Background: an optimization exercise with open tools, aiming at small area. Do not read the settings as production practice.
The RTL was checked by simulation tests, not by an equivalence proof against the original design.
Power figures rest on the tool's default switching activity, not on a simulated workload.

==> flow/design.v <==
module init_lites (
   input             clk8,
   input             reset8,
   input             frame_busy,
   input      [3:0]  cmd_inst,
   input      [27:0] cmd_data,
   input      [7:0]  sizeplus1,
   output reg        init_done,
   output     [25:0] init_data,
   output reg        init_go
);
   localparam INITINIT  = 3'd0;
   localparam STARTINIT = 3'd1;
   localparam LOOPINIT  = 3'd2;
   localparam INCINIT   = 3'd3;
   localparam DONEINIT  = 3'd4;
   localparam ENDINIT   = 3'd5;
   localparam STARTINC  = 3'd6;   
   reg [2:0] initsm;
   reg [5:0] addr;
   assign init_data = {addr, 20'd0};
   always @(posedge clk8) begin
      if (reset8) begin
         init_done <= 1'b0;
         init_go   <= 1'b0;
         initsm    <= INITINIT;
      end else begin
         case (initsm)
            INITINIT: begin
               init_done <= 1'b0;
               init_go   <= 1'b0;
               initsm    <= STARTINIT;
            end
            STARTINIT, STARTINC: begin
               init_go <= 1'b1;
               initsm  <= frame_busy ? LOOPINIT : STARTINIT;
            end
            LOOPINIT: begin
               init_go <= 1'b0;
               if (!frame_busy && addr == 6'd24)
                  initsm <= DONEINIT;
               else if (!frame_busy)
                  initsm <= INCINIT;
            end
            INCINIT:
               initsm <= STARTINC;
            DONEINIT: begin
               init_done <= 1'b1;
               initsm    <= ENDINIT;
            end
            ENDINIT: begin
               init_done <= 1'b0;
               init_go   <= 1'b0;
               if (cmd_inst == 4'h0)
                  initsm <= INITINIT;
            end
            default:
               initsm <= INITINIT;
         endcase
      end
   end
   always @(posedge clk8) begin
      if (initsm == INITINIT)
         addr <= 6'd0;
      else if (initsm == STARTINC)
         addr <= addr + 6'd1;
   end
endmodule
module pause (
   input             clk8,
   input             reset8,
   input             ce1,
   input      [3:0]  cmd_inst,
   input      [27:0] cmd_data,
   output reg        pause_done
);
   localparam INIT  = 2'd0;
   localparam DELAY = 2'd1;
   localparam START = 2'd2;
   localparam DONE  = 2'd3;
   reg [1:0]  pausesm;
   reg        cnt5en;
   reg        cnt5done;
   reg [8:0]  cnt5ms;
   reg [7:0]  cnt_main;
   reg [11:0] random;
   wire       feedback = ~(random[10] ^ random[9]);
   always @(posedge clk8) begin
      if (reset8) begin
         pause_done   <= 1'b0;
         cnt5en       <= 1'b0;
         pausesm      <= INIT;
      end else begin
         case (pausesm)
            INIT: begin
               pause_done <= 1'b0;
               if (cmd_inst == 4'h1)
                  pausesm <= DELAY;
            end
            DELAY: begin
               if (cnt_main == 8'h00)
                  pausesm <= DONE;  
               else if (!cnt5done)
                  cnt5en <= 1'b1;
               else begin
                  cnt5en  <= 1'b0;
                  pausesm <= START;
               end
            end
            START:
               pausesm  <= DELAY;  
            DONE: begin
               pause_done <= 1'b1;
               pausesm    <= INIT;
            end
         endcase
      end
   end
   always @(posedge clk8) begin
      if (pausesm == INIT)
         cnt_main <= (cmd_data[27:20] == 8'h00) ? {2'b00, random[5:0]} : cmd_data[27:20];
      else if (pausesm == START)
         cnt_main <= cnt_main - 8'd1;
   end
   always @(posedge clk8) begin
      if (reset8) begin
         cnt5ms   <= 9'd0;
         cnt5done <= 1'b0;
      end else begin
         cnt5done <= ce1 && cnt5en && (cnt5ms == 9'h1FF);
         if (ce1 && cnt5en)
            cnt5ms <= cnt5ms + 9'd1;    
      end
   end
   always @(posedge clk8) begin
      if (reset8)
         random <= 12'h563;  
      else if (pausesm == INIT && cmd_inst == 4'h1 && cmd_data[27:20] == 8'h00)
         random <= {random[10:0], feedback};
   end
endmodule
module star_sw (
   input            clk8,
   input            ce1,
   input            reset8,
   input            psh_butt,
   output     [1:0] disp_addr,
   output           chng_disp
);
   localparam INIT   = 2'd0;
   localparam S_HI   = 2'd1;
   localparam S_CHNG = 2'd2;
   localparam S_LO   = 2'd3;
   reg [1:0]  mainsm;
   reg        cnt_en;
   reg [1:0]  addr;
   reg        done_cnt;
   reg [14:0] low_cnt;
   assign disp_addr = addr;
   assign chng_disp = (mainsm == S_LO) | (mainsm == INIT & cnt_en);
   always @(posedge clk8) begin
      if (reset8) begin
         cnt_en    <= 1'b0;
         addr      <= 2'b00;
         mainsm    <= INIT;
      end else begin
         case (mainsm)
            INIT: begin
               cnt_en    <= 1'b0;
               if (psh_butt)
                  mainsm <= S_HI;
            end
            S_HI: begin
               if (psh_butt)
                  mainsm <= S_CHNG;
               else
                  mainsm <= INIT;
            end
            S_CHNG: begin
               addr      <= addr + 2'd1;
               mainsm    <= S_LO;
            end
            S_LO: begin
               if (done_cnt)
                  mainsm <= INIT;
               cnt_en <= 1'b1;
            end
         endcase
      end
   end
   always @(posedge clk8) begin
      if (reset8) begin
         low_cnt  <= 15'd0;
         done_cnt <= 1'b0;
      end else begin
         if (cnt_en && !psh_butt) begin
            if (ce1)
               low_cnt <= low_cnt + 15'd1;
         end else
            low_cnt <= 15'd0;
         done_cnt <= low_cnt[14];
      end
   end
endmodule
module chase (
   input            clk8,
   input            reset8,
   input      [3:0] cmd_inst,
   input     [27:0] cmd_data,
   input            prog_busy,
   input            fading,
   output     [5:0] offset,
   output     [7:0] neo_size,
   output     [7:0] sizeplus1,
   output           chase_done
);
   localparam [7:0] TOTAL_LITES  = 8'd24;
   localparam [7:0] TOTAL_MINUS1 = 8'd23;
   localparam INIT  = 3'd0;
   localparam JUMP  = 3'd1;
   localparam START = 3'd2;
   localparam DONE  = 3'd3;
   localparam INITD = 3'd4;   
   reg [2:0] chasesm;
   reg       cnt_up;
   reg       cnt_clear;
   reg       pb_dly;          
   reg [7:0] count;
   reg [7:0] step;
   wire cnt_en = (chasesm == DONE);
   assign offset     = count[5:0];
   assign sizeplus1  = TOTAL_LITES;
   assign neo_size   = TOTAL_MINUS1;
   assign chase_done = (chasesm == INITD);
   always @(posedge clk8) begin
      if (reset8)
         chasesm   <= INIT;
      else begin
         case (chasesm)
            INIT, INITD: begin
               chasesm   <= (cmd_inst == 4'h5) ? JUMP : INIT;
            end
            JUMP:    chasesm <= START;
            START:   chasesm <= DONE;
            DONE:    chasesm <= INITD;
            default: chasesm <= INIT;
         endcase
      end
   end
   always @(posedge clk8) begin
      if (chasesm == INIT || chasesm == INITD) begin
         step      <= cmd_data[27:20];
         cnt_up    <= cmd_data[12];
         cnt_clear <= cmd_data[13];
      end
   end
   always @(posedge clk8)
      pb_dly <= prog_busy;
   wire [7:0] size = (step == 8'h00) ? 8'h01 : step;
   wire [7:0] leap = count + size;
   wire [7:0] lm24 = leap - TOTAL_LITES;                   
   wire [8:0] diff = {1'b0, count} - {1'b0, size};         
   always @(posedge clk8) begin
      if (reset8 || prog_busy)
         count <= 8'h00;
      else if (cnt_en) begin
         if (cnt_clear || pb_dly)
            count <= 8'h00;
         else if (fading)
            count <= count;
         else if (cnt_up)
            count <= (leap > TOTAL_MINUS1) ? lm24 : leap;
         else
            count <= diff[8] ? 8'h00 - lm24 : diff[7:0];    
      end
   end
endmodule
module rainbow (
   input             clk8,
   input             reset8,
   input      [3:0]  cmd_inst,
   input      [27:0] cmd_data,
   input             prog_busy,
   output            rbow_en,
   output     [11:0] rbow_data,
   output            rbow_done
);
   localparam INIT  = 2'd0;
   localparam START = 2'd1;
   localparam DONE  = 2'd2;
   localparam INITD = 2'd3;   
   reg [1:0] rbowsm;
   reg       cnt_on;
   reg       main_en;
   reg [1:0] phase;
   reg [3:0] stp;
   wire cnt_en = (rbowsm == DONE);
   wire [3:0] up = stp;
   wire [3:0] dn = ~stp;
   wire [3:0] red_cnt = (phase == 2'd0) ? dn : (phase == 2'd2) ? up : 4'h0;
   wire [3:0] grn_cnt = (phase == 2'd0) ? up : (phase == 2'd1) ? dn : 4'h0;
   wire [3:0] blu_cnt = (phase == 2'd1) ? up : (phase == 2'd2) ? dn : 4'h0;
   assign rbow_en   = main_en;
   assign rbow_data = {blu_cnt, grn_cnt, red_cnt};
   assign rbow_done = (rbowsm == INITD);
   always @(posedge clk8) begin
      if (reset8) begin
         main_en   <= 1'b0;
         rbowsm    <= INIT;
      end else begin
         case (rbowsm)
            INIT, INITD: begin
               rbowsm <= (cmd_inst == 4'hB) ? START : INIT;
               if (prog_busy)
                  main_en <= 1'b0;
            end
            START: begin
               main_en <= cnt_on;
               rbowsm  <= DONE;
            end
            default:
               rbowsm <= INITD;
         endcase
      end
   end
   always @(posedge clk8) begin
      if (rbowsm == INIT || rbowsm == INITD)
         cnt_on <= cmd_data[12];
   end
   always @(posedge clk8) begin
      if (reset8 || !main_en || prog_busy) begin
         phase <= 2'd0;
         stp   <= 4'd0;
      end else if (cnt_en) begin
         if (stp == 4'd14) begin
            stp   <= 4'd0;
            phase <= (phase == 2'd2) ? 2'd0 : phase + 2'd1;
         end else
            stp <= stp + 4'd1;
      end
   end
endmodule
module fade (
   input             clk8,
   input             reset8,
   input      [3:0]  cmd_inst,
   input      [27:0] cmd_data,
   input             prog_busy,
   output reg        fading,
   output            fade_en,
   output     [7:0]  fade_data,
   output            fade_done
);
   localparam INIT  = 2'd0;
   localparam START = 2'd1;
   localparam DONE  = 2'd2;
   localparam INITD = 2'd3;   
   reg [1:0] fadesm;
   reg       cnt_on;
   reg       cnt_up;
   reg       cnt_updly;
   reg       main_en;
   reg [7:0] count;
   reg [1:0] cnt_by;
   reg [1:0] cnt_lolim;
   reg [1:0] cnt_uplim;
   reg [1:0] incr_c;      
   reg [1:0] min_c;       
   reg [1:0] up_c;        
   reg [1:0] maxup_c;     
   reg [1:0] lo_c;        
   reg [1:0] lel_c;       
   wire cnt_en = (fadesm == DONE);
   assign fade_done = (fadesm == INITD);
   assign fade_en   = main_en;
   assign fade_data = count;
   function [7:0] pow2;
      input [1:0] c;
      pow2 = 8'h01 << c;
   endfunction
   function [7:0] uplim_of;
      input [1:0] c;
      case (c)
         2'b00: uplim_of = 8'hC0;
         2'b01: uplim_of = 8'h80;
         2'b10: uplim_of = 8'h60;
         default: uplim_of = 8'h40;
      endcase
   endfunction
   function [7:0] lolim_of;
      input [1:0] c;
      case (c)
         2'b00: lolim_of = 8'h01;
         2'b01: lolim_of = 8'h04;
         2'b10: lolim_of = 8'h08;
         default: lolim_of = 8'h10;
      endcase
   endfunction
   wire [7:0] incr2    = pow2(incr_c);
   wire [7:0] cnt_min  = pow2(min_c);
   wire [7:0] cnt_max  = uplim_of(maxup_c) - cnt_min;
   wire [7:0] lolim    = lolim_of(lo_c);
   wire [7:0] loestlim = lolim_of(lel_c) - (fade_done ? cnt_min : incr2);
   always @(posedge clk8) begin
      if (reset8) begin
         main_en   <= 1'b0;
         fadesm    <= INIT;
      end else begin
         case (fadesm)
            INIT, INITD: begin
               fadesm    <= (cmd_inst == 4'h7) ? START : INIT;
               if (prog_busy)
                  main_en <= 1'b0;
            end
            START: begin
               main_en <= cnt_on;
               fadesm  <= DONE;
            end
            default:
               fadesm <= INITD;
         endcase
      end
   end
   always @(posedge clk8) begin
      if (fadesm == INIT || fadesm == INITD) begin
         cnt_on    <= cmd_data[12];
         cnt_by    <= cmd_data[21:20];
         cnt_uplim <= cmd_data[23:22];
         cnt_lolim <= cmd_data[25:24];
      end
   end
   always @(posedge clk8) begin
      if (reset8) begin
         count     <= 8'h00;
         cnt_up    <= 1'b1;
         cnt_updly <= 1'b1;
      end else begin
         cnt_updly <= cnt_up;
         if (!main_en || prog_busy || (incr_c != min_c)) begin
            count  <= 8'h00;
            cnt_up <= 1'b1;
         end else if (cnt_en) begin
            if (count >= cnt_max)
               cnt_up <= 1'b0;
            else if (count <= cnt_min || count <= lolim)
               cnt_up <= 1'b1;
            if (cnt_up)
               count <= count + incr2;
            else
               count <= count - incr2;
         end
      end
   end
   always @(posedge clk8) begin
      if (reset8)
         fading <= 1'b0;
      else
         fading <= !(!main_en || prog_busy || count == loestlim || (!cnt_updly && cnt_up));
   end
   always @(posedge clk8) begin
      if (reset8) begin
         up_c    <= 2'b00;
         incr_c  <= 2'b00;
         maxup_c <= 2'b00;
         min_c   <= 2'b00;
         lo_c    <= 2'b00;
      end else if (cnt_en) begin
         up_c    <= cnt_uplim;
         incr_c  <= cnt_by;
         maxup_c <= up_c;
         min_c   <= incr_c;
         lo_c    <= cnt_lolim;
      end
   end
   always @(posedge clk8) begin
      if (reset8)
         lel_c <= 2'b00;
      else if (fade_done)
         lel_c <= lo_c;
   end
endmodule
module set_lites (
   input             clk8,
   input             reset8,
   input             frame_busy,
   input      [3:0]  cmd_inst,
   input      [27:0] cmd_data,
   input      [5:0]  offset,
   input      [7:0]  sizeplus1,
   input             fade_en,
   input      [7:0]  fade_data,
   input             fading,
   input             rbow_en,
   input      [11:0] rbow_data,
   output            set_done,
   output     [25:0] set_data,
   output reg        set_go
);
   localparam S_INIT    = 4'd0;
   localparam S_START   = 4'd1;
   localparam S_ADDRLIM = 4'd2;
   localparam S_NUM     = 4'd3;
   localparam S_DLY1    = 4'd4;
   localparam S_COLOR   = 4'd5;
   localparam S_DLY2    = 4'd6;
   localparam S_SEL     = 4'd7;
   localparam S_GO1     = 4'd8;   
   localparam S_GO      = 4'd9;
   localparam S_WAIT    = 4'd10;
   localparam S_END     = 4'd11;
   localparam P_INIT  = 2'd0;
   localparam P_WE    = 2'd1;
   localparam P_PAUSE = 2'd2;
   localparam P_MEM   = 2'd3;
   reg [3:0]  setsm;
   reg [6:0]  addrsum;
   reg [5:0]  rand_addr;
   reg [7:0]  briteness;
   reg [11:0] color_lat;
   reg        set_path;
   reg [11:0] color;
   reg        addr64;
   reg        col_done;
   reg [11:0] random;
   wire       feedback = ~(random[10] ^ random[9]);
   reg [1:0]  palsm;
   reg [3:0]  pal_addr;
   reg [11:0] pal_color;
   reg        pal_done;
   reg [191:0] palette;
   wire go1 = (setsm == S_GO1);
   assign set_data[25:20] = addr64 ? rand_addr : addrsum[5:0];
   assign set_data[19:12] = fade_en ? fade_data : briteness;
   assign set_data[11:0]  = rbow_en ? rbow_data : (set_path ? color_lat : color);
   assign set_done = col_done | pal_done;
   always @(posedge clk8) begin
      if (reset8) begin
         col_done     <= 1'b0;
         set_go       <= 1'b0;
         setsm        <= S_INIT;
      end else begin
         case (setsm)
            S_INIT: begin
               col_done  <= 1'b0;
               set_go    <= 1'b0;
               if (cmd_inst == 4'h3 || cmd_inst == 4'h4)
                  setsm <= S_START;
            end
            S_START:
               setsm <= S_ADDRLIM;
            S_ADDRLIM: begin
               if (!set_path && (color_lat[0] || addr64))
                  setsm <= S_NUM;
               else if (!set_path)
                  setsm <= S_SEL;
               else
                  setsm <= S_GO;
            end
            S_NUM:   setsm <= S_DLY1;
            S_DLY1:  setsm <= S_COLOR;
            S_COLOR: setsm <= S_DLY2;
            S_DLY2:  setsm <= S_SEL;
            S_SEL:   setsm <= S_GO1;
            S_GO1, S_GO: begin
               set_go <= 1'b1;
               setsm  <= frame_busy ? S_WAIT : S_GO;
            end
            S_WAIT: begin
               set_go <= 1'b0;
               if (!frame_busy)
                  setsm <= S_END;
            end
            S_END: begin
               col_done <= 1'b1;
               setsm    <= S_INIT;
            end
            default:
               setsm <= S_INIT;
         endcase
      end
   end
   always @(posedge clk8) begin
      if (setsm == S_INIT) begin
         addr64    <= cmd_data[26];
         briteness <= cmd_data[19:12];
         color_lat <= cmd_data[11:0];
         set_path  <= (cmd_inst == 4'h4);
      end
      if (setsm == S_INIT)
         addrsum <= {1'b0, cmd_data[25:20]};
      else if (setsm == S_START)
         addrsum <= addrsum + {1'b0, offset};
      else if (setsm == S_ADDRLIM && addrsum >= 7'd24)
         addrsum <= addrsum - 7'd24;
   end
   always @(posedge clk8) begin
      if (reset8)
         random <= 12'h563;
      else if (setsm == S_ADDRLIM && !set_path && (color_lat[0] || addr64) &&
               !(fade_en && fading))
         random <= {random[10:0], feedback};
   end
   always @(posedge clk8) begin
      if (reset8)
         color <= 12'd0;
      else if (setsm == S_COLOR && color_lat[0])
         color <= palette[random[3:0]*12 +: 12];
   end
   always @(posedge clk8) begin
      if (reset8)
         rand_addr <= 6'd0;
      else if (go1 && addr64) begin
         if (random[9:4] <= 6'd24)
            rand_addr <= random[9:4];
         else if (!random[6])
            rand_addr <= {3'b000, random[11:9]};
         else if (!random[5])
            rand_addr <= {3'b010, random[11:9]};
         else
            rand_addr <= {3'b001, random[11:9]};
      end
   end
   always @(posedge clk8) begin
      if (reset8) begin
         pal_done  <= 1'b0;
         palsm     <= P_INIT;
      end else begin
         case (palsm)
            P_INIT: begin
               pal_done  <= 1'b0;
               if (cmd_inst == 4'h9)
                  palsm <= P_WE;
            end
            P_WE:    palsm <= P_PAUSE;
            P_PAUSE: palsm <= P_MEM;
            P_MEM: begin
               pal_done <= 1'b1;
               palsm    <= P_INIT;
            end
         endcase
      end
   end
   always @(posedge clk8) begin
      if (palsm == P_INIT) begin
         pal_addr  <= cmd_data[23:20];
         pal_color <= cmd_data[11:0];
      end
   end
   localparam [191:0] PAL_INIT = {
      12'hF0C, 12'hF00, 12'h33F, 12'hCCC, 12'h0F0, 12'h0CF, 12'h03F, 12'h00F,
      12'hF0C, 12'hF00, 12'hCF0, 12'h3F0, 12'h0F0, 12'h0CF, 12'h03F, 12'h00F};
   genvar e;
   generate
      for (e = 0; e < 16; e = e + 1) begin : pal_entry
         wire        pal_ld = reset8 | (palsm == P_PAUSE && pal_addr == e);
         wire [11:0] pal_d  = reset8 ? PAL_INIT[e*12 +: 12] : pal_color;
         always @(posedge clk8)
            if (pal_ld)
               palette[e*12 +: 12] <= pal_d;
      end
   endgenerate
endmodule
module L2RnR2L(clk8,reset8,frame_busy,cmd_inst,cmd_data,neo_size,sizeplus1,
   l2r_data,l2r_done,l2r_go);
   input clk8;
   input reset8;
   input frame_busy;
   input [3:0] cmd_inst;
   input [27:0] cmd_data;
   input [7:0] neo_size;
   input [7:0] sizeplus1;
   output l2r_done;
   output [25:0] l2r_data;
   output l2r_go;
   localparam s_cmd   = 4'd0;   
   localparam s_start = 4'd1;
   localparam s_addr  = 4'd2;
   localparam s_lim   = 4'd3;
   localparam s_cmp   = 4'd4;
   localparam s_color = 4'd5;
   localparam s_go1   = 4'd6;   
   localparam s_go    = 4'd7;
   localparam s_busy1 = 4'd8;   
   localparam s_busy  = 4'd9;
   localparam s_done  = 4'd10;
   localparam s_cmd1  = 4'd11;  
   localparam i_init  = 3'd0;
   localparam i_start = 3'd1;
   localparam i_addr  = 3'd2;
   localparam i_loop  = 3'd3;
   localparam i_iter  = 3'd4;
   localparam i_next  = 3'd5;
   localparam i_pause = 3'd6;
   reg [3:0] mainsm;
   reg [2:0] num_lites;
   reg [7:0] brite;
   reg [4:0] address;
   reg [1:0] cmp;
   reg [2:0] iteraysm;
   reg       iteray_en;
   reg       iteray_done;
   reg [2:0] snap_lites;
   reg       snap_valid;
   reg [4:0] iteray;
   reg       iteray_up;
   reg [11:0] random;
   reg [2:0]  col_code;
   wire calc_lim  = (mainsm == s_cmp);
   wire sel_color = (mainsm == s_go1);
   wire calc_addr = (mainsm == s_cmd1);
   assign l2r_go   = (mainsm == s_go) | (mainsm == s_busy1);
   assign l2r_done = calc_addr;
   wire feedback = random[10] ~^ random[9];
   wire [4:0] inner_rite_lite = 5'd24 - {2'b00, snap_lites};
   wire [4:0] inner_rite_lim  = snap_valid ? (5'd23 - {2'b00, snap_lites}) : 5'd0;
   always @(posedge clk8) begin
      if (reset8)
         mainsm <= s_cmd;
      else
         case (mainsm)
            s_cmd, s_cmd1:
               mainsm <= (cmd_inst == 4'h6) ? s_start : s_cmd;
            s_start: mainsm <= s_addr;
            s_addr:  mainsm <= s_lim;
            s_lim:   mainsm <= s_cmp;
            s_cmp:   mainsm <= s_color;
            s_color: mainsm <= s_go1;
            s_go1, s_go:
               mainsm <= frame_busy ? s_busy1 : s_go;
            s_busy1, s_busy:
               mainsm <= frame_busy ? s_busy : s_done;
            s_done:  mainsm <= s_cmd1;
            default: mainsm <= s_cmd;
         endcase
   end
   always @(posedge clk8) begin
      if (mainsm == s_cmd || mainsm == s_cmd1) begin
         num_lites <= cmd_data[22:20];
         brite     <= cmd_data[19:12];
      end
   end
   always @(posedge clk8) begin
      if (reset8)
         address <= 5'b00000;
      else if (calc_addr)
         address <= (address == 5'd23) ? 5'b00000 : address + 1'b1;
   end
   wire [4:0] left_addr_hi = {2'b00, num_lites} + iteray;
   wire [4:0] rite_addr_lo = inner_rite_lim - iteray;
   wire [4:0] rite_addr_hi = 5'd23 - iteray;
   always @(posedge clk8) begin
      if (calc_lim)
         cmp <= {(address >= iteray) & (address <= left_addr_hi),
                 (address >= rite_addr_lo) & (address <= rite_addr_hi)};
   end
   always @(posedge clk8) begin
      if (reset8) begin
         snap_valid  <= 1'b0;
         iteray_en   <= 1'b0;
         iteray_done <= 1'b0;
         iteraysm    <= i_init;
      end else
         case (iteraysm)
            i_init: begin
               iteray_en   <= 1'b0;
               iteray_done <= 1'b0;
               if (sel_color)
                  iteraysm <= i_start;
            end
            i_start: begin
               snap_valid <= 1'b1;
               iteraysm   <= i_addr;
            end
            i_addr:
               if (address[4:3] == 2'b01)
                  iteraysm <= i_loop;
            i_loop:
               if (iteray_up == 1'b0 && iteray == 5'b00000)
                  iteraysm <= i_pause;
               else
                  iteraysm <= i_iter;
            i_iter: begin
               iteray_en <= 1'b1;
               iteraysm  <= i_next;
            end
            i_next: begin
               iteray_en <= 1'b0;
               if (address[4])
                  iteraysm <= i_addr;
            end
            i_pause: begin
               iteray_done <= 1'b1;
               if (address == 5'd23 && calc_addr)
                  iteraysm <= i_init;
            end
            default:
               iteraysm <= i_init;
         endcase
   end
   always @(posedge clk8) begin
      if (iteraysm == i_start)
         snap_lites <= num_lites;
   end
   always @(posedge clk8) begin
      if (reset8) begin
         iteray    <= 5'b00000;
         iteray_up <= 1'b1;
      end else begin
         if (iteray_en && iteray == inner_rite_lite)
            iteray_up <= 1'b0;
         else if (iteray_done)
            iteray_up <= 1'b1;
         if (iteray_en) begin
            if (iteray_up && iteray < inner_rite_lite)
               iteray <= iteray + 1'b1;
            else
               iteray <= iteray - 1'b1;
         end
      end
   end
   always @(posedge clk8) begin
      if (reset8)
         random <= 12'h563;
      else if (calc_addr && address == 5'd15)
         random <= {random[10:0], feedback};
   end
   always @(posedge clk8) begin
      if (reset8)
         col_code <= 3'b000;
      else if (iteray_done)
         col_code <= {1'b1, random[11:10]};
   end
   reg [11:0] d_color;
   always @(*) begin
      case (cmp)
         2'b01:  
            casez (col_code)
               3'b0??:  d_color = 12'h0F0;
               3'b100, 3'b101: d_color = 12'h00F;
               3'b110:  d_color = 12'h80F;
               default: d_color = 12'h0F0;
            endcase
         2'b10:  
            casez (col_code)
               3'b0??:  d_color = 12'h00F;
               3'b100:  d_color = 12'h080;
               3'b110:  d_color = 12'h08F;
               default: d_color = 12'h800;
            endcase
         2'b11:  
            casez (col_code)
               3'b0??:  d_color = 12'h0FF;
               3'b100:  d_color = 12'h08F;
               3'b101:  d_color = 12'h80F;
               3'b110:  d_color = 12'h88F;
               default: d_color = 12'h8F0;
            endcase
         default: d_color = 12'h000;
      endcase
   end
   wire [7:0] briter = brite + {1'b0, brite[7:1]};
   assign l2r_data = {1'b0, address, (cmp == 2'b11) ? briter : brite, d_color};
endmodule
module tasks2do (
   input             clk8,
   input             reset8,
   input             ce1,
   input      [3:0]  cmd_inst,
   input      [27:0] cmd_data,
   input             timeout_done,
   input             prog_busy,
   input             frame_busy,
   input             neo_busy,
   input             disp_sel_n,
   output reg        frame_start,
   output reg [25:0] frame_data,
   output reg        shared_done,
   output     [7:0]  neo_size,
   output     [1:0]  disp_addr,
   output            chng_disp
);
   wire        init_done, init_go;
   wire [25:0] init_data;
   wire        set_done, set_go;
   wire [25:0] set_data;
   wire [5:0]  offset;
   wire        chase_done;
   wire        pause_done;
   wire        l2r_done, l2r_go;
   wire [25:0] l2r_data;
   wire        fading, fade_en, fade_done;
   wire [7:0]  fade_data;
   wire        rbow_en, rbow_done;
   wire [11:0] rbow_data;
   wire [7:0]  neo_size_int;
   wire [7:0]  sizeplus1;
   reg         f_start_int;
   reg  [1:0]  latch_sel;    
   wire dual_busy = frame_busy | neo_busy;
   wire psh_butt  = ~disp_sel_n;
   assign neo_size = neo_size_int;
   init_lites init_0 (
      .clk8(clk8), .reset8(reset8), .frame_busy(dual_busy),
      .cmd_inst(cmd_inst), .cmd_data(cmd_data), .sizeplus1(sizeplus1),
      .init_done(init_done), .init_data(init_data), .init_go(init_go));
   set_lites set_lites_0 (
      .clk8(clk8), .reset8(reset8), .frame_busy(dual_busy),
      .cmd_inst(cmd_inst), .cmd_data(cmd_data), .offset(offset),
      .sizeplus1(sizeplus1), .fade_en(fade_en), .fade_data(fade_data),
      .fading(fading), .rbow_en(rbow_en), .rbow_data(rbow_data),
      .set_done(set_done), .set_data(set_data), .set_go(set_go));
   chase chase_0 (
      .clk8(clk8), .reset8(reset8), .cmd_inst(cmd_inst), .cmd_data(cmd_data),
      .prog_busy(prog_busy), .fading(fading), .offset(offset),
      .neo_size(neo_size_int), .sizeplus1(sizeplus1), .chase_done(chase_done));
   pause pause_0 (
      .clk8(clk8), .reset8(reset8), .ce1(ce1), .cmd_inst(cmd_inst),
      .cmd_data(cmd_data), .pause_done(pause_done));
   L2RnR2L l2r_0 (
      .clk8(clk8), .reset8(reset8), .frame_busy(dual_busy),
      .cmd_inst(cmd_inst), .cmd_data(cmd_data), .neo_size(neo_size_int),
      .sizeplus1(sizeplus1), .l2r_done(l2r_done), .l2r_data(l2r_data),
      .l2r_go(l2r_go));
   fade fade_0 (
      .clk8(clk8), .reset8(reset8), .cmd_inst(cmd_inst), .cmd_data(cmd_data),
      .prog_busy(prog_busy), .fading(fading), .fade_en(fade_en),
      .fade_data(fade_data), .fade_done(fade_done));
   rainbow rainbow_0 (
      .clk8(clk8), .reset8(reset8), .cmd_inst(cmd_inst), .cmd_data(cmd_data),
      .prog_busy(prog_busy), .rbow_en(rbow_en), .rbow_data(rbow_data),
      .rbow_done(rbow_done));
   star_sw neo_sw_0 (
      .clk8(clk8), .ce1(ce1), .reset8(reset8), .psh_butt(psh_butt),
      .disp_addr(disp_addr), .chng_disp(chng_disp));
   always @(posedge clk8) begin
      if (reset8) begin
         f_start_int <= 1'b0;
         shared_done <= 1'b0;
         latch_sel   <= 2'd0;
      end else begin
         if (init_go || set_go || l2r_go) begin
            f_start_int <= 1'b1;
            latch_sel   <= (init_go & ~set_go & ~l2r_go) ? 2'd1 :
                           (set_go & ~init_go & ~l2r_go) ? 2'd2 :
                           (l2r_go & ~init_go & ~set_go) ? 2'd3 : 2'd0;
         end else if (init_done || set_done || chase_done || pause_done ||
                      l2r_done || fade_done || timeout_done || rbow_done) begin
            shared_done <= 1'b1;
            latch_sel   <= 2'd0;
         end else begin
            f_start_int <= 1'b0;
            shared_done <= 1'b0;
         end
      end
   end
   always @(posedge clk8) begin
      frame_start <= f_start_int;
      case (latch_sel)
         2'd1:    frame_data <= init_data;
         2'd2:    frame_data <= set_data;
         2'd3:    frame_data <= l2r_data;
         default: frame_data <= 26'd0;
      endcase
   end
endmodule
==> flow/flow/run.sh <==
#!/bin/bash
# Layout: the standard flow (standard.sh) with three changes:
#  - synthesis maps the logic with the ABC script flow/area.abc (area-oriented
#    mapping) instead of ORFS's speed script; everything else in the
#    synthesis script, and so every register, is unchanged;
#  - the port buffers are buf_1 cells;
#  - the clock tree uses clkbuf_16 cells on clusters of up to 28 flip-flops,
#    without dummy loads.
# The whole output goes to standard.log here; ORFS keeps each step's log
# under orfs/logs.
set -euo pipefail
here=$(pwd)
# the synthesis script: synth_recipe.tcl with ABC's script replaced
{
   head -n 1 synth_recipe.tcl
   echo "proc abc {args} { set i [lsearch \$args -script]; lset args [expr {\$i+1}] $here/flow/area.abc; yosys abc {*}\$args }"
   tail -n +2 synth_recipe.tcl
} > area_synth.tcl
sed "s|$here/synth_recipe.tcl|$here/area_synth.tcl|g" standard.sh > area_standard.sh
grep -q area_synth.tcl area_standard.sh
export BUFFER_PORTS_ARGS="-buffer_cell sky130_fd_sc_hd__buf_1"
export CTS_ARGS="-sink_clustering_enable -repair_clock_nets -sink_clustering_size 28 -sink_clustering_max_diameter 100 -buf_list sky130_fd_sc_hd__clkbuf_16 -dont_use_dummy_load"
bash area_standard.sh > standard.log 2>&1
==> flow/flow/area.abc <==
strash
dch
amap
strash
dch
amap
strash
dch
amap
topo
==> flow/standard.sh <==
#!/bin/bash
# synth_recipe.tcl (not shown) runs the flow's synth.tcl, then flattens the netlist and writes it again
# the make line also repeats each setting of config.mk as NAME=value (left out here)
make -C /OpenROAD-flow-scripts/flow DESIGN_CONFIG=/design/flow/config.mk WORK_HOME=/design/flow/orfs CLKGATE_MAP_FILE= SYNTH_SCRIPT=/design/flow/synth_recipe.tcl "${@:-finish}"
==> flow/config.mk <==
export PLATFORM = sky130hd
export DESIGN_NAME = tasks2do
export DESIGN_NICKNAME = tasks2do
export VERILOG_FILES = /design/flow/design.v
export SDC_FILE = /design/flow/constraint.sdc
export NUM_CORES = 4
export LEC_CHECK = 0
export CAP_MARGIN = 20
export CORE_MARGIN = 2
export CORE_UTILIZATION = 70
export SLEW_MARGIN = 20
==> flow/constraint.sdc <==
create_clock -name core_clock -period 10.0 [get_ports {clk8}]
set_input_delay 2.0000 -clock core_clock [delete_from_list [all_inputs] [get_ports {clk8}]]
set_output_delay 2.0000 -clock core_clock [all_outputs]
set_load 0.01 [all_outputs]
==> reports/qor.log, run 1 <==
[pwr] Pwr per Cell Area 223 nW/µm²
[global_routing] grt met1 use 47.1%
[floorplan] Total Die Area 33200 µm²
[global_routing] number of global-route vias before repair 15700
[floorplan] Boundary Pins 79
[synthesis] warning count from the yosys run 9
[floorplan] Die W 182 µm
[global_routing] pin count of the biggest net entering global routing 96
[critical_path] Worst Path Buf+Inv 3
[timing] Final Skew 0.0464 ns
[layout] most common cell after layout, fill and taps aside sky130_fd_sc_hd__nor2_1
[layout] net count reported at finish 2356
[clocking] maximum level of the CTS H-tree 1
[synthesis] Most used DFF post-synth sky130_fd_sc_hd__edfxtp_1
[timing] Worst Max-Slew Pin Slew 1.12 ns
[layout] layout cell share with drive strength beyond 1 2.70%
[hold_path] hold crit path type flip-flop to flip-flop
[layout] register area 12600 µm²
[pwr] Net Sw Frac 34.6%
[critical_path] largest fanout on the critical path 8
[routing] number of nets still failing antenna checks after routing 0
[timing] Final Hold Fails 0
[placed_design] Post-Place Cell Area 23000 µm²
[critical_path] family of cells with the greatest summed delay on the critical path compound AO/OA/AOI/OAI gates
[routing] drt drc 0
[routing] wire per inst 21.0 µm
[clocking] Gates resized, CTS repair 0
[synthesis] synth unique cells 54
[synthesis] sequential fraction of the synthesis area 56.6%
[layout] post-route cell area 23600 µm²
[timing] max-slew violations 0
[global_routing] GRT busiest layer met2
[global_routing] initial antenna violation count 2
[timing] peak clock frequency supported by timing 232 MHz
[critical_path] cells along the critical path nor4_1 -> a41o_1 -> ha_1 -> clkinv_1 -> fa_1 -> a21oi_1 -> o21ai_0 -> nand2_1 -> nand2b_1 -> a21oi_1 -> clkinv_1 -> a21oi_1 -> nor2_1 -> nor2_1 -> clkinv_1 -> a211oi_1 -> nor3_1 -> a31oi_1 -> nor2_1 -> a21oi_1 -> nor2_1
[pwr] register share of total power 52.2%
[pwr] proportion of power drawn by combinational gates 29.9%
[pwr] net switching power figure 0.00182 W
[clocking] latest clock arrival within the worst-skew pair 0.56 ns
[floorplan] row count 65
[flow_run] max-cap violations 0
[timing] fin crit share 43.0%
[global_routing] first-pass GRT wire length 84100 µm
[layout] most frequent cells in the layout 295 x sky130_fd_sc_hd__nor2_1, 278 x sky130_fd_sc_hd__edfxtp_1, 216 x sky130_fd_sc_hd__clkinv_1
[timing] setup repair after global routing missed its margin no
[clocking] clock tree from TritonCTS done
[critical_path] Worst Path Class, Setup flip-flop to flip-flop
[synthesis] Post-synth EDFFs 278
[status] result of the run no timing/DRC/antenna violations
[routing] final routed wirelength across all metal layers 54400 µm
[pwr] share of power burned in the clock network 17.9%
[pwr] internal power 0.00345 W
[clocking] library cell used as clock root buffer sky130_fd_sc_hd__clkbuf_16
[global_routing] fraction of met2 tracks used by global routing 50.6%
[critical_path] data arrival time of the critical path 4.72 ns
[clocking] buffer levels on the longest clock path 3
[placed_design] final RePlAce weighted congestion 0.895
[pwr] largest vdd supply drop 0.000172 V
[global_routing] aggregate global routing overflow 0
[routing] total number of vias 17000
[critical_path] kind of start point of the critical path flip-flop
[synthesis] count of state elements after synthesis 489
[routing] drt first pass iters 5
[critical_path] CP max-delay cell sky130_fd_sc_hd__edfxtp_1
[synthesis] Synth Instances 2097
[timing] final critical path time including I/O delays and setup 4.30 ns
[routing] starting DRC count in detailed routing 2015
[placed_design] IO buf count 70
[timing] count of endpoints failing setup in the final report 0
[floorplan] initial cell density of the core 70.7%
[critical_path] CP required 10.42 ns
[synthesis] post-synthesis cell area 22200 µm²
[clocking] total clock buffers created by CTS 21
[floorplan] placeable core region 31400 µm²
[clocking] hold-fix buffers at CTS 0
[routing] vias per cell 6.59
[timing] setup TNS 0 ns
[clocking] Clock Sinks 489
[clocking] number of buffers inserted by post-CTS setup repair 0
[synthesis] share of flip-flops with an asynchronous set or reset after synthesis 0%
[placed_design] Final HPWL DP 38100 µm
[layout] number of filler cells placed in the layout 2189
[layout] multi-input combinational cell area 8710 µm²
[critical_path] peak per-stage delay on the critical path 0.48 ns
[critical_path] type of element capturing the critical path flip-flop
[global_routing] all-layer global routing usage 32.4%
[pwr] leakage power 8.43 nW
[layout] area added between synthesis and finish 6.28%
[synthesis] mean instance size in the synthesized netlist 10.6 µm²
[floorplan] Die Y 182 µm
[global_routing] met3 demand-to-capacity share in global routing 4.63%
[timing] worst slew margin relative to its limit 25.0%
[clocking] clock-pin slew reported for the worst setup and hold paths after clock tree synthesis 0.10 ns
per-layer routing:
metal / vias up / wire length (µm)
li1: 8031 / -
met1: 8056 / 23300
met2: 848 / 24300
met3: 111 / 4970
met4: 2 / 1880
met5: - / 13
synth_stat cells, types with 3 or more instances:
cell | instances | area share, %
sky130_fd_sc_hd__a21o_1 | 10 | 0.34
sky130_fd_sc_hd__o32ai_1 | 26 | 1.0
sky130_fd_sc_hd__a221o_1 | 13 | 0.59
sky130_fd_sc_hd__o21a_1 | 24 | 0.81
sky130_fd_sc_hd__a2111oi_0 | 5 | 0.20
sky130_fd_sc_hd__o21ai_0 | 81 | 1.8
sky130_fd_sc_hd__or2_0 | 22 | 0.62
sky130_fd_sc_hd__and3_1 | 14 | 0.39
sky130_fd_sc_hd__nand2_1 | 95 | 1.6
sky130_fd_sc_hd__o31ai_1 | 3 | 0.10
sky130_fd_sc_hd__buf_1 | 28 | 0.47
sky130_fd_sc_hd__o221ai_1 | 18 | 0.71
sky130_fd_sc_hd__o211ai_1 | 3 | 0.10
sky130_fd_sc_hd__nand2b_1 | 4 | 0.11
sky130_fd_sc_hd__and2_0 | 7 | 0.20
sky130_fd_sc_hd__nor4_1 | 8 | 0.23
sky130_fd_sc_hd__a31oi_1 | 21 | 0.59
sky130_fd_sc_hd__or3_1 | 11 | 0.31
sky130_fd_sc_hd__clkinv_1 | 217 | 3.7
sky130_fd_sc_hd__a21oi_1 | 110 | 2.5
sky130_fd_sc_hd__nor2_1 | 296 | 5.0
sky130_fd_sc_hd__o22ai_1 | 89 | 2.5
sky130_fd_sc_hd__o32a_1 | 3 | 0.14
sky130_fd_sc_hd__a22o_1 | 3 | 0.12
sky130_fd_sc_hd__dfxtp_1 | 211 | 19
sky130_fd_sc_hd__buf_4 | 8 | 0.27
sky130_fd_sc_hd__a211oi_1 | 47 | 1.6
sky130_fd_sc_hd__a311oi_1 | 7 | 0.28
sky130_fd_sc_hd__a221oi_1 | 25 | 0.99
sky130_fd_sc_hd__fa_1 | 8 | 0.72
sky130_fd_sc_hd__edfxtp_1 | 278 | 38
sky130_fd_sc_hd__nand3_1 | 27 | 0.61
sky130_fd_sc_hd__a22oi_1 | 146 | 4.9
sky130_fd_sc_hd__o21bai_1 | 8 | 0.27
sky130_fd_sc_hd__nor3_1 | 55 | 1.2
sky130_fd_sc_hd__o22a_1 | 3 | 0.12
sky130_fd_sc_hd__nand4_1 | 4 | 0.11
sky130_fd_sc_hd__nor2b_1 | 17 | 0.48
sky130_fd_sc_hd__ha_1 | 122 | 6.9
final cells by class:
cell class / count / area share (%)
diodes: 1 / 0.0106
clock buffers: 21 / 2.23
inverters: 217 / 3.45
multi-input cells: 1361 / 36.9
flip-flops and latches: 489 / 53.3
well taps: 402 / 2.13
repair buffers: 96 / 1.96
sequential cells by signal, summed over array words and instances, names as in the netlist, 7 cells and up, named ones only:
name and cells:
set_lites_0.palette 192, frame_data 26, neo_sw_0.low_cnt 15, l2r_0.random 12, set_lites_0.color 12, set_lites_0.color_lat 12
set_lites_0.pal_color 12, set_lites_0.random 12, pause_0.random 11, pause_0.cnt5ms 9, chase_0.count 8, chase_0.step 8
fade_0.count 8, l2r_0.brite 8, pause_0.cnt_main 8, set_lites_0.briteness 8, set_lites_0.addrsum 7
path summary, 6_finish.rpt:
check / startpoint / endpoint / slack [ns] / cells past startpoint
max: chase_0.step[6] / chase_0.count[6] / 5.70 / 21
min: f_start_int / frame_start / 0.36 / 0
max reg2reg: chase_0.step[6] / chase_0.count[6] / 5.70 / 21
min reg2reg: f_start_int / frame_start / 0.36 / 0
worst reg2reg max path: stages (launching register included):
cell                       delay [ns]
sky130_fd_sc_hd__edfxtp_1        0.48
sky130_fd_sc_hd__nor4_1          0.31
sky130_fd_sc_hd__a41o_1          0.25
sky130_fd_sc_hd__ha_1            0.16
sky130_fd_sc_hd__clkinv_1        0.09
sky130_fd_sc_hd__fa_1            0.41
sky130_fd_sc_hd__a21oi_1         0.14
sky130_fd_sc_hd__o21ai_0         0.10
sky130_fd_sc_hd__nand2_1         0.09
sky130_fd_sc_hd__nand2b_1        0.06
sky130_fd_sc_hd__a21oi_1         0.21
sky130_fd_sc_hd__clkinv_1        0.12
sky130_fd_sc_hd__a21oi_1         0.16
sky130_fd_sc_hd__nor2_1          0.05
sky130_fd_sc_hd__nor2_1          0.43
sky130_fd_sc_hd__clkinv_1        0.36
sky130_fd_sc_hd__a211oi_1        0.29
sky130_fd_sc_hd__nor3_1          0.08
sky130_fd_sc_hd__a31oi_1         0.17
sky130_fd_sc_hd__nor2_1          0.06
sky130_fd_sc_hd__a21oi_1         0.12
sky130_fd_sc_hd__nor2_1          0.05
power by group through the flow:
stage	clock (W)	combinational [W]	sequential [W]
global route	0.00101	0.00174	0.00278
finish	0.000944	0.00158	0.00275
detailed placement	0	0.00154	0.00278
global placement	0	0.00149	0.00277
floorplan	0	0.00105	0.00275
CTS	0.000957	0.00155	0.00274
through the flow:
step	util [%]	hold slack, ns	worst slack (ns)	total power, W	cells
after floorplan	-	0.331	4.74	0.00379	2103
after global placement	73.3	0.340	5.49	0.00426	2562
after detailed placement	73.3	0.346	5.44	0.00432	2562
after CTS	75.0	0.363	5.72	0.00525	2583
after global routing	75.2	0.380	5.32	0.00553	2586
final	75.2	0.363	5.70	0.00527	2587
logic make-up after synthesis:
kind of cell               synth area share (%)
DFF                                        56.6
buffers and inverters                      4.41
adders and majority gates                  7.60
and+or+nand+nor                            11.0
AOI/OAI and AO/OA                          20.3
xor gates and xnor gates                 0.0395
other                                    0.0338
==> inputs of run 2 (changes only) <==
--- a/flow/design.v
+++ b/flow/design.v
@@ -159,32 +159,26 @@
    assign disp_addr = addr;
    assign chng_disp = (mainsm == S_LO) | (mainsm == INIT & cnt_en);
+   reg [1:0] mainsm_nx;
+   always @(*) begin
+      case (mainsm)
+         INIT:    mainsm_nx = psh_butt ? S_HI : INIT;
+         S_HI:    mainsm_nx = psh_butt ? S_CHNG : INIT;
+         S_CHNG:  mainsm_nx = S_LO;
+         default: mainsm_nx = done_cnt ? INIT : S_LO;
+      endcase
+   end
    always @(posedge clk8) begin
       if (reset8) begin
-         cnt_en    <= 1'b0;
-         addr      <= 2'b00;
-         mainsm    <= INIT;
+         cnt_en <= 1'b0;
+         addr   <= 2'b00;
+         mainsm <= INIT;
       end else begin
-         case (mainsm)
-            INIT: begin
-               cnt_en    <= 1'b0;
-               if (psh_butt)
-                  mainsm <= S_HI;
-            end
-            S_HI: begin
-               if (psh_butt)
-                  mainsm <= S_CHNG;
-               else
-                  mainsm <= INIT;
-            end
-            S_CHNG: begin
-               addr      <= addr + 2'd1;
-               mainsm    <= S_LO;
-            end
-            S_LO: begin
-               if (done_cnt)
-                  mainsm <= INIT;
-               cnt_en <= 1'b1;
-            end
-         endcase
+         mainsm <= mainsm_nx;
+         if (mainsm == INIT)
+            cnt_en <= 1'b0;
+         else if (mainsm == S_LO)
+            cnt_en <= 1'b1;
+         if (mainsm == S_CHNG)
+            addr <= addr + 2'd1;
       end
    end
@@ -514,5 +508,6 @@
    localparam P_MEM   = 2'd3;
    reg [3:0]  setsm;
-   reg [6:0]  addrsum;
+   reg [5:0]  addrsum;
+   wire [6:0] addr_off = {1'b0, addrsum} + {1'b0, offset};
    reg [5:0]  rand_addr;
    reg [7:0]  briteness;
@@ -530,5 +525,5 @@
    reg [191:0] palette;
    wire go1 = (setsm == S_GO1);
-   assign set_data[25:20] = addr64 ? rand_addr : addrsum[5:0];
+   assign set_data[25:20] = addr64 ? rand_addr : addrsum;
    assign set_data[19:12] = fade_en ? fade_data : briteness;
    assign set_data[11:0]  = rbow_en ? rbow_data : (set_path ? color_lat : color);
@@ -588,9 +583,7 @@
       end
       if (setsm == S_INIT)
-         addrsum <= {1'b0, cmd_data[25:20]};
+         addrsum <= cmd_data[25:20];
       else if (setsm == S_START)
-         addrsum <= addrsum + {1'b0, offset};
-      else if (setsm == S_ADDRLIM && addrsum >= 7'd24)
-         addrsum <= addrsum - 7'd24;
+         addrsum <= (addr_off >= 7'd24) ? addr_off[5:0] - 6'd24 : addr_off[5:0];
    end
    always @(posedge clk8) begin
--- a/flow/flow/run.sh
+++ b/flow/flow/run.sh
@@ -1,7 +1,9 @@
 #!/bin/bash
-# Layout: the standard flow (standard.sh) with three changes:
-#  - synthesis maps the logic with the ABC script flow/area.abc (area-oriented
-#    mapping) instead of ORFS's speed script; everything else in the
-#    synthesis script, and so every register, is unchanged;
+# Layout: the standard flow (standard.sh) with these changes:
+#  - synthesis maps the logic with the ABC script flow/area.abc (area-only
+#    standard-cell mapping, repeated) instead of ORFS's speed script, and
+#    leaves adders to that mapping instead of ORFS's half/full-adder cell
+#    map (ADDER_MAP_FILE empty); the rest of the synthesis script is
+#    unchanged, and it gives the same registers, by name and cell type;
 #  - the port buffers are buf_1 cells;
 #  - the clock tree uses clkbuf_16 cells on clusters of up to 28 flip-flops,
@@ -19,4 +21,5 @@
 sed "s|$here/synth_recipe.tcl|$here/area_synth.tcl|g" standard.sh > area_standard.sh
 grep -q area_synth.tcl area_standard.sh
+export ADDER_MAP_FILE=
 export BUFFER_PORTS_ARGS="-buffer_cell sky130_fd_sc_hd__buf_1"
 export CTS_ARGS="-sink_clustering_enable -repair_clock_nets -sink_clustering_size 28 -sink_clustering_max_diameter 100 -buf_list sky130_fd_sc_hd__clkbuf_16 -dont_use_dummy_load"
==> flow/flow/area.abc (replaced) <==
strash
dch
amap -m -F 2 -A 8
strash
dch
amap -m -F 2 -A 8
strash
dch
amap -m -F 2 -A 8
strash
dch
amap -m -F 2 -A 8
strash
dch
amap -m -F 2 -A 8
topo
==> reports/qor.log, run 2 <==
[timing] peak clock frequency supported by timing 224 MHz
[pwr] total power consumption of the routed design 0.00452 W
[synthesis] cell type contributing the most total cell area after synthesis sky130_fd_sc_hd__edfxtp_1
[critical_path] flop2flop setup slack 5.53 ns
[synthesis] commonest cells in the synthesized netlist 288 x sky130_fd_sc_hd__nor2_1, 278 x sky130_fd_sc_hd__edfxtp_1, 211 x sky130_fd_sc_hd__o22ai_1, 210 x sky130_fd_sc_hd__dfxtp_1, 200 x sky130_fd_sc_hd__clkinv_1
[timing] worst slew margin relative to its limit 19.4%
[clocking] library cell used as clock root buffer sky130_fd_sc_hd__clkbuf_16
[global_routing] all-layer global routing usage 34.4%
[clocking] clock tree from TritonCTS done
[status] result of the run no timing/DRC/antenna violations
[pwr] Pwr per Cell Area 210 nW/µm²
[clocking] clock-pin slew reported for the worst setup and hold paths after clock tree synthesis 0.11 ns
[synthesis] post-synthesis cell area 20300 µm²
[floorplan] Total Die Area 30300 µm²
[synthesis] count of state elements after synthesis 488
[layout] most frequent cells in the layout 287 x sky130_fd_sc_hd__nor2_1, 278 x sky130_fd_sc_hd__edfxtp_1, 211 x sky130_fd_sc_hd__o22ai_1
[layout] register area 12600 µm²
[timing] max-slew violations 0
[clocking] latest clock arrival within the worst-skew pair 0.56 ns
[timing] Final Hold Fails 0
[routing] wire per inst 21.8 µm
[layout] most common cell after layout, fill and taps aside sky130_fd_sc_hd__nor2_1
[critical_path] data arrival time of the critical path 4.95 ns
[layout] register ranked first by flip-flop count set_lites_0.palette
[routing] total number of vias 16200
[routing] starting DRC count in detailed routing 2258
[synthesis] cell types with the largest area share after synthesis sky130_fd_sc_hd__edfxtp_1 41%, sky130_fd_sc_hd__dfxtp_1 21%, sky130_fd_sc_hd__o22ai_1 6.5%
[global_routing] aggregate global routing overflow 0
[critical_path] type of element capturing the critical path flip-flop
[synthesis] count leader, synth sky130_fd_sc_hd__nor2_1
[critical_path] start point of the critical path chase_0.step[4]
[synthesis] Most used DFF post-synth sky130_fd_sc_hd__edfxtp_1
[global_routing] initial antenna violation count 1
[critical_path] kind of start point of the critical path flip-flop
[critical_path] launch point of the worst reg-to-reg path chase_0.step[4]
[critical_path] Worst Path Class, Setup flip-flop to flip-flop
[routing] drt drc 0
[routing] drt first pass iters 7
[clocking] number of buffers inserted by post-CTS setup repair 0
[pwr] largest vdd supply drop 0.000197 V
[clocking] maximum level of the CTS H-tree 1
[critical_path] peak per-stage delay on the critical path 0.49 ns
[clocking] Gates resized, CTS repair 0
[critical_path] logic depth of the worst register-to-register path 23
[floorplan] Boundary Pins 79
[routing] final routed wirelength across all metal layers 52800 µm
[placed_design] Final HPWL DP 37200 µm
[synthesis] Synth Instances 1956
[layout] max reg flops 192
[routing] number of nets still failing antenna checks after routing 0
[pwr] leakage power 7.25 nW
[layout] area added between synthesis and finish 6.38%
[clocking] hold-fix buffers at CTS 0
[synthesis] Post-synth EDFFs 278
[synthesis] share of flip-flops with an asynchronous set or reset after synthesis 0%
[critical_path] CP max-delay cell sky130_fd_sc_hd__nor3_1
[critical_path] Most common cell on crit path sky130_fd_sc_hd__o21ai_0
[floorplan] row count 62
[critical_path] Critical Path Stages 23
[timing] fin crit share 44.7%
[critical_path] family of cells with the greatest summed delay on the critical path compound AO/OA/AOI/OAI gates
[layout] net count reported at finish 2078
[floorplan] initial cell density of the core 70.8%
[timing] worst hold slack after final layout 0.366 ns
[critical_path] Worst Path Buf+Inv 2
[clocking] buffer levels on the longest clock path 3
[timing] Worst Max-Slew Pin Slew 1.20 ns
[critical_path] largest fanout on the critical path 6
[clocking] Clock Sinks 488
[synthesis] portion of synthesized cell area occupied by the leading cell type 41.2%
[synthesis] mean instance size in the synthesized netlist 10.4 µm²
[timing] final critical path time including I/O delays and setup 4.47 ns
[synthesis] sequential fraction of the synthesis area 61.9%
[global_routing] number of global-route vias before repair 14600
[layout] ant diodes 0
[synthesis] synth unique cells 49
[critical_path] CP required 10.47 ns
[placed_design] IO buf count 70
[global_routing] pin count of the biggest net entering global routing 99
[layout] multi-input combinational cell area 6870 µm²
[timing] setup TNS 0 ns
[clocking] total clock buffers created by CTS 21
[floorplan] Die W 174 µm
[timing] setup repair after global routing missed its margin no
[timing] Final Skew 0.0458 ns
[routing] vias per cell 6.70
[hold_path] hold crit path type flip-flop to flip-flop
[layout] Largest regs set_lites_0.palette: 192 flops, frame_data: 26 flops, neo_sw_0.low_cnt: 15 flops
[flow_run] max-cap violations 0
[placed_design] final RePlAce weighted congestion 0.946
[floorplan] placeable core region 28600 µm²
[critical_path] critical path endpoint chase_0.count[3]
[global_routing] first-pass GRT wire length 81200 µm
[layout] layout cell share with drive strength beyond 1 2.41%
[critical_path] FF-to-FF End chase_0.count[3]
[synthesis] warning count from the yosys run 9
[timing] count of endpoints failing setup in the final report 0
[critical_path] cells along the critical path nor4_1 -> a41oi_1 -> nor2_1 -> clkinv_1 -> o22ai_1 -> nand2_1 -> o21ai_0 -> o21ai_0 -> o21ai_0 -> o21ai_0 -> o21ai_0 -> o21ai_0 -> o21ai_0 -> o21ai_0 -> o21ai_0 -> a21oi_1 -> nor3_1 -> clkinv_1 -> o21ai_0 -> a21oi_1 -> a211oi_1 -> a21oi_1 -> nor2_1
[floorplan] Die Y 174 µm
[layout] number of filler cells placed in the layout 1995
## run 2: cell count changes after synthesis, sizes merged, moves of 12 or more
cell and change:
o221ai +12, o22ai +122, a22oi -61, o21a -13, o21ai +82, nand3 -13
or2 -16, a211oi -30, o32ai -22, ha -122, clkinv -17
## run 2: worst min path at each step
| stage | to | slack (ns) | depth (start not counted) | startpoint |
|---|---|---|---|---|
| after detailed placement | frame_start | 0.35 | 0 | f_start_int |
| final | frame_start | 0.37 | 0 | f_start_int |
| after global routing | frame_start | 0.37 | 0 | f_start_int |
| after CTS | frame_start | 0.37 | 0 | f_start_int |
| after global placement | frame_start | 0.35 | 0 | f_start_int |
| after floorplan | frame_start | 0.33 | 0 | f_start_int |
## run 2: cell families (layout without fill, tap and decap cells)
group	count (synthesis)	in the layout	synth area share, %
buf+inv	232	306	4.45
simple gates	505	505	10.5
flops	488	488	61.9
xor+xnor	1	1	0.0432
compound gates	728	728	23.0
other cells	2	8	0.0371
## run 2: final cells by class
class / count / area share [%]
well taps: 384 / 2.23
repair buffers: 85 / 1.75
inverters: 200 / 3.48
clock buffers: 21 / 2.44
multi-input cells: 1242 / 31.9
flip-flops and latches: 488 / 58.2
## run 2: power breakdown
part | internal, W | switching (W)
Clock | 0.000379 | 0.000563
Combinational | 0.000329 | 0.000727
Sequential | 0.00237 | 0.000155
Total | 0.00308 | 0.00144
## run 2: per-stage QoR
stage	worst slack, ns	instances	area (µm²)	util, %
global placement	5.20	2397	21000	73.3
finish	5.53	2420	21600	75.3
detailed placement	5.11	2397	21000	73.3
global route	4.94	2420	21600	75.3
CTS	5.62	2418	21500	75.2
floorplan	4.75	1962	20300	-
## run 2: routing by layer
metal	up-vias	global-route usage (%)	part of all wire, %
li1	7601	-	-
met1	7662	47.1	39
met2	847	57.9	49
met3	110	4.42	8.9
met4	0	11.0	3.6
met5	-	0	0
==> inputs of run 3 (changes only) <==
--- a/flow/design.v
+++ b/flow/design.v
@@ -489,5 +489,5 @@
    output            set_done,
    output     [25:0] set_data,
-   output reg        set_go
+   output            set_go
 );
    localparam S_INIT    = 4'd0;
@@ -501,6 +501,8 @@
    localparam S_GO1     = 4'd8;   
    localparam S_GO      = 4'd9;
-   localparam S_WAIT    = 4'd10;
-   localparam S_END     = 4'd11;
+   localparam S_WAIT1   = 4'd10;  
+   localparam S_WAIT    = 4'd11;
+   localparam S_END     = 4'd12;
+   localparam S_INITD   = 4'd13;  
    localparam P_INIT  = 2'd0;
    localparam P_WE    = 2'd1;
@@ -516,5 +518,4 @@
    reg [11:0] color;
    reg        addr64;
-   reg        col_done;
    reg [11:0] random;
    wire       feedback = ~(random[10] ^ random[9]);
@@ -528,18 +529,15 @@
    assign set_data[19:12] = fade_en ? fade_data : briteness;
    assign set_data[11:0]  = rbow_en ? rbow_data : (set_path ? color_lat : color);
+   wire in_init = (setsm == S_INIT) | (setsm == S_INITD);
+   assign set_go   = (setsm == S_GO) | (setsm == S_WAIT1);
+   wire   col_done = (setsm == S_INITD);
    assign set_done = col_done | pal_done;
    always @(posedge clk8) begin
-      if (reset8) begin
-         col_done     <= 1'b0;
-         set_go       <= 1'b0;
-         setsm        <= S_INIT;
-      end else begin
+      if (reset8)
+         setsm <= S_INIT;
+      else begin
          case (setsm)
-            S_INIT: begin
-               col_done  <= 1'b0;
-               set_go    <= 1'b0;
-               if (cmd_inst == 4'h3 || cmd_inst == 4'h4)
-                  setsm <= S_START;
-            end
+            S_INIT, S_INITD:
+               setsm <= (cmd_inst == 4'h3 || cmd_inst == 4'h4) ? S_START : S_INIT;
             S_START:
                setsm <= S_ADDRLIM;
@@ -550,5 +548,5 @@
                   setsm <= S_SEL;
                else
-                  setsm <= S_GO;
+                  setsm <= S_GO1;
             end
             S_NUM:   setsm <= S_DLY1;
@@ -557,24 +555,15 @@
             S_DLY2:  setsm <= S_SEL;
             S_SEL:   setsm <= S_GO1;
-            S_GO1, S_GO: begin
-               set_go <= 1'b1;
-               setsm  <= frame_busy ? S_WAIT : S_GO;
-            end
-            S_WAIT: begin
-               set_go <= 1'b0;
-               if (!frame_busy)
-                  setsm <= S_END;
-            end
-            S_END: begin
-               col_done <= 1'b1;
-               setsm    <= S_INIT;
-            end
-            default:
-               setsm <= S_INIT;
+            S_GO1, S_GO:
+               setsm <= frame_busy ? S_WAIT1 : S_GO;
+            S_WAIT1, S_WAIT:
+               setsm <= frame_busy ? S_WAIT : S_END;
+            S_END:   setsm <= S_INITD;
+            default: setsm <= S_INIT;
          endcase
       end
    end
    always @(posedge clk8) begin
-      if (setsm == S_INIT) begin
+      if (in_init) begin
          addr64    <= cmd_data[26];
          briteness <= cmd_data[19:12];
@@ -582,5 +571,5 @@
          set_path  <= (cmd_inst == 4'h4);
       end
-      if (setsm == S_INIT)
+      if (in_init)
          addrsum <= cmd_data[25:20];
       else if (setsm == S_START)
@@ -603,5 +592,5 @@
       if (reset8)
          rand_addr <= 6'd0;
-      else if (go1 && addr64) begin
+      else if (go1 && addr64 && !set_path) begin
          if (random[9:4] <= 6'd24)
             rand_addr <= random[9:4];
@@ -678,11 +667,14 @@
    localparam s_done  = 4'd10;
    localparam s_cmd1  = 4'd11;  
-   localparam i_init  = 3'd0;
-   localparam i_start = 3'd1;
-   localparam i_addr  = 3'd2;
-   localparam i_loop  = 3'd3;
-   localparam i_iter  = 3'd4;
-   localparam i_next  = 3'd5;
-   localparam i_pause = 3'd6;
+   localparam i_init   = 4'd0;
+   localparam i_start  = 4'd1;
+   localparam i_addr   = 4'd2;
+   localparam i_loop   = 4'd3;
+   localparam i_iter   = 4'd4;
+   localparam i_next1  = 4'd5;   
+   localparam i_next   = 4'd6;
+   localparam i_pause1 = 4'd7;   
+   localparam i_pause  = 4'd8;   
+   localparam i_init1  = 4'd9;   
    reg [3:0] mainsm;
    reg [2:0] num_lites;
@@ -690,7 +682,5 @@
    reg [4:0] address;
    reg [1:0] cmp;
-   reg [2:0] iteraysm;
-   reg       iteray_en;
-   reg       iteray_done;
+   reg [3:0] iteraysm;
    reg [2:0] snap_lites;
    reg       snap_valid;
@@ -747,18 +737,14 @@
                  (address >= rite_addr_lo) & (address <= rite_addr_hi)};
    end
+   wire iteray_en   = (iteraysm == i_next1);
+   wire iteray_done = (iteraysm == i_pause) | (iteraysm == i_init1);
    always @(posedge clk8) begin
       if (reset8) begin
-         snap_valid  <= 1'b0;
-         iteray_en   <= 1'b0;
-         iteray_done <= 1'b0;
-         iteraysm    <= i_init;
+         snap_valid <= 1'b0;
+         iteraysm   <= i_init;
       end else
          case (iteraysm)
-            i_init: begin
-               iteray_en   <= 1'b0;
-               iteray_done <= 1'b0;
-               if (sel_color)
-                  iteraysm <= i_start;
-            end
+            i_init, i_init1:
+               iteraysm <= sel_color ? i_start : i_init;
             i_start: begin
                snap_valid <= 1'b1;
@@ -769,22 +755,11 @@
                   iteraysm <= i_loop;
             i_loop:
-               if (iteray_up == 1'b0 && iteray == 5'b00000)
-                  iteraysm <= i_pause;
-               else
-                  iteraysm <= i_iter;
-            i_iter: begin
-               iteray_en <= 1'b1;
-               iteraysm  <= i_next;
-            end
-            i_next: begin
-               iteray_en <= 1'b0;
-               if (address[4])
-                  iteraysm <= i_addr;
-            end
-            i_pause: begin
-               iteray_done <= 1'b1;
-               if (address == 5'd23 && calc_addr)
-                  iteraysm <= i_init;
-            end
+               iteraysm <= (iteray_up == 1'b0 && iteray == 5'b00000) ? i_pause1 : i_iter;
+            i_iter:
+               iteraysm <= i_next1;
+            i_next1, i_next:
+               iteraysm <= address[4] ? i_addr : i_next;
+            i_pause1, i_pause:
+               iteraysm <= (address == 5'd23 && calc_addr) ? i_init1 : i_pause;
             default:
                iteraysm <= i_init;
--- a/flow/flow/run.sh
+++ b/flow/flow/run.sh
@@ -23,4 +23,4 @@
 export ADDER_MAP_FILE=
 export BUFFER_PORTS_ARGS="-buffer_cell sky130_fd_sc_hd__buf_1"
-export CTS_ARGS="-sink_clustering_enable -repair_clock_nets -sink_clustering_size 28 -sink_clustering_max_diameter 100 -buf_list sky130_fd_sc_hd__clkbuf_16 -dont_use_dummy_load"
+export CTS_ARGS="-sink_clustering_enable -repair_clock_nets -sink_clustering_size 14 -sink_clustering_max_diameter 60 -buf_list sky130_fd_sc_hd__clkbuf_8 -dont_use_dummy_load"
 bash area_standard.sh > standard.log 2>&1
==> reports/qor.log, run 3 <==
[status] result of the run no timing/DRC/antenna violations
[synthesis] mean instance size in the synthesized netlist 10.5 µm²
[timing] worst slew margin relative to its limit 23.2%
[clocking] total clock buffers created by CTS 42
[hold_path] hold crit path type flip-flop to flip-flop
[synthesis] proportion of synthesized area in mux cells 0%
[floorplan] Die W 173 µm
[placed_design] final RePlAce weighted congestion 0.945
[critical_path] largest fanout on the critical path 47
[synthesis] count leader, synth sky130_fd_sc_hd__edfxtp_1
[global_routing] all-layer global routing usage 34.3%
[critical_path] type of element capturing the critical path flip-flop
[synthesis] share of flip-flops with an asynchronous set or reset after synthesis 0%
[clocking] buffer levels on the longest clock path 3
[synthesis] combinational family with the most area after synthesis compound AO/OA/AOI/OAI gates
[routing] drt drc 0
[synthesis] portion of synthesized cell area occupied by the leading cell type 41.5%
[layout] number of filler cells placed in the layout 1983
[critical_path] family of cells with the greatest summed delay on the critical path buffers and inverters
[layout] register ranked first by flip-flop count set_lites_0.palette
[synthesis] Post-synth EDFFs 278
[floorplan] Boundary Pins 79
[pwr] largest vdd supply drop 0.000286 V
[critical_path] kind of start point of the critical path input pin
[timing] peak clock frequency supported by timing 242 MHz
[hold_path] number of cells on the worst hold path 0
[synthesis] sequential fraction of the synthesis area 62.2%
[layout] most frequent cells in the layout 278 x sky130_fd_sc_hd__edfxtp_1, 262 x sky130_fd_sc_hd__nor2_1, 206 x sky130_fd_sc_hd__clkinv_1, 206 x sky130_fd_sc_hd__dfxtp_1, 194 x sky130_fd_sc_hd__o22ai_1
[timing] count of endpoints failing setup in the final report 0
[floorplan] Total Die Area 30100 µm²
[global_routing] GRT busiest layer met2
[synthesis] commonest cells in the synthesized netlist 278 x sky130_fd_sc_hd__edfxtp_1, 263 x sky130_fd_sc_hd__nor2_1, 207 x sky130_fd_sc_hd__clkinv_1, 207 x sky130_fd_sc_hd__dfxtp_1, 194 x sky130_fd_sc_hd__o22ai_1
[global_routing] fraction of met2 tracks used by global routing 56.7%
[clocking] Gates resized, CTS repair 0
[critical_path] Critical Path Stages 4
[placed_design] IO buf count 70
[clocking] latest clock arrival within the worst-skew pair 0.59 ns
[placed_design] Post-Place Cell Area 20800 µm²
[routing] total number of vias 16100
[synthesis] post-synthesis cell area 20100 µm²
[synthesis] complex-gate fraction of the synthesized area 22.7%
[routing] wire per inst 21.8 µm
[timing] max-slew violations 0
[synthesis] cell types with the largest area share after synthesis sky130_fd_sc_hd__edfxtp_1 42%, sky130_fd_sc_hd__dfxtp_1 21%, sky130_fd_sc_hd__o22ai_1 6.0%
[routing] final routed wirelength across all metal layers 52600 µm
[timing] Setup WS post-layout 5.87 ns
[placed_design] Final HPWL DP 36700 µm
[global_routing] number of global-route vias before repair 14900
[layout] Largest regs set_lites_0.palette: 192 flops, frame_data: 26 flops, neo_sw_0.low_cnt: 15 flops
[global_routing] initial antenna violation count 1
[layout] net count reported at finish 2068
[timing] setup TNS 0 ns
[layout] layout cell share with drive strength beyond 1 3.60%
[timing] Final Hold Fails 0
[critical_path] peak per-stage delay on the critical path 0.68 ns
[floorplan] Die Y 173 µm
[critical_path] Worst Path Class, Setup input pin to flip-flop
[pwr] leakage power 7.22 nW
[global_routing] met3 demand-to-capacity share in global routing 5.31%
[floorplan] row count 62
[synthesis] Synth Instances 1922
[critical_path] CP required 10.18 ns
[timing] final critical path time including I/O delays and setup 4.13 ns
[clocking] hold-fix buffers at CTS 0
[critical_path] logic depth of the worst register-to-register path 21
[clocking] clock tree from TritonCTS done
[global_routing] grt met1 use 45.3%
[clocking] library cell used as clock root buffer sky130_fd_sc_hd__clkbuf_8
[timing] worst hold slack after final layout 0.382 ns
[synthesis] Most used DFF post-synth sky130_fd_sc_hd__edfxtp_1
[critical_path] cells along the critical path clkbuf_4 -> clkinv_1 -> buf_4 -> o21ai_1
[run 3: cell types whose count changed after synthesis, moves of 7 or more]
cell and delta:
sky130_fd_sc_hd__nor2_1 -25, sky130_fd_sc_hd__o22ai_1 -17, sky130_fd_sc_hd__o221ai_1 +15, sky130_fd_sc_hd__a21oi_1 -10, sky130_fd_sc_hd__o21ai_0 -8, sky130_fd_sc_hd__clkinv_1 +7
[run 3: kinds of logic (layout without fill, tap and decap cells)]
kind of cell / Yosys count / in the layout
DFF: 485 / 485
and+or+nand+nor: 489 / 489
other: 2 / 9
buffers and inverters: 239 / 337
xor gates and xnor gates: 2 / 2
AOI/OAI and AO/OA: 705 / 705
[run 3: final cells by class]
cell class | count | area (µm²) | area share (%)
inverter | 207 | 777 | 3.62
timing repair buffer | 88 | 399 | 1.86
antenna | 1 | 2.50 | 0.0117
sequential | 485 | 12500 | 58.2
clock buffer | 42 | 578 | 2.69
tap | 384 | 480 | 2.24
multi-input combinational | 1204 | 6740 | 31.4
[run 3: layer usage]
layer	part of all wire (%)	vias to the layer above
met5	0	-
met4	5.2	0
met3	8.5	160
met2	47	844
met1	39	7570
li1	-	7518
[run 3: path summary, 6_finish.rpt]
check / from / to / slack (ns)
max reg2reg: chase_0.step[4] / chase_0.count[4] / 6.10
min: f_start_int / frame_start / 0.38
min reg2reg: f_start_int / frame_start / 0.38
max: reset8 / set_lites_0.palette[140] / 5.87
[run 3: per-stage QoR]
step | cells | util [%] | total power [W]
final | 2411 | 75.4 | 0.00454
after detailed placement | 2366 | 73.2 | 0.00357
after floorplan | 1928 | - | 0.00317
after CTS | 2408 | 75.2 | 0.00451
after global routing | 2410 | 75.4 | 0.00470
after global placement | 2366 | 73.2 | 0.00354
[run 3: where the power goes]
part | leakage (nW) | internal [W] | switching [W]
clock network | 0.302 | 0.000376 | 0.000599
registers | 4.45 | 0.00237 | 0.000156
logic | 2.47 | 0.000318 | 0.000723

## afterwards: timing with drivers on the ports
How much do the figures lean on ideal ports? The routed layouts below were timed once more, with nothing changed but the port constraints. Step 1: set_driving_cell puts a clkbuf_16 on clk8 and a buf_2 on each other input, an assumption about the parent block. Step 2, shift: input delay + t, output delay - t, t = (earliest + latest rising clock arrival at the registers) / 2. This alone moves slack from input paths to output paths. a / b / c = ideal / step 1 / step 2; a / b = the first two.
run | t (ns) | setup WS [ns]
run 1 | 0.587 | 5.696 / 5.696 / 5.352
run 2 | 0.585 | 5.527 / 5.527 / 5.086
run 3 | 0.609 | 5.874 / 5.868 / 5.259
After both steps every run listed still meets setup and hold.
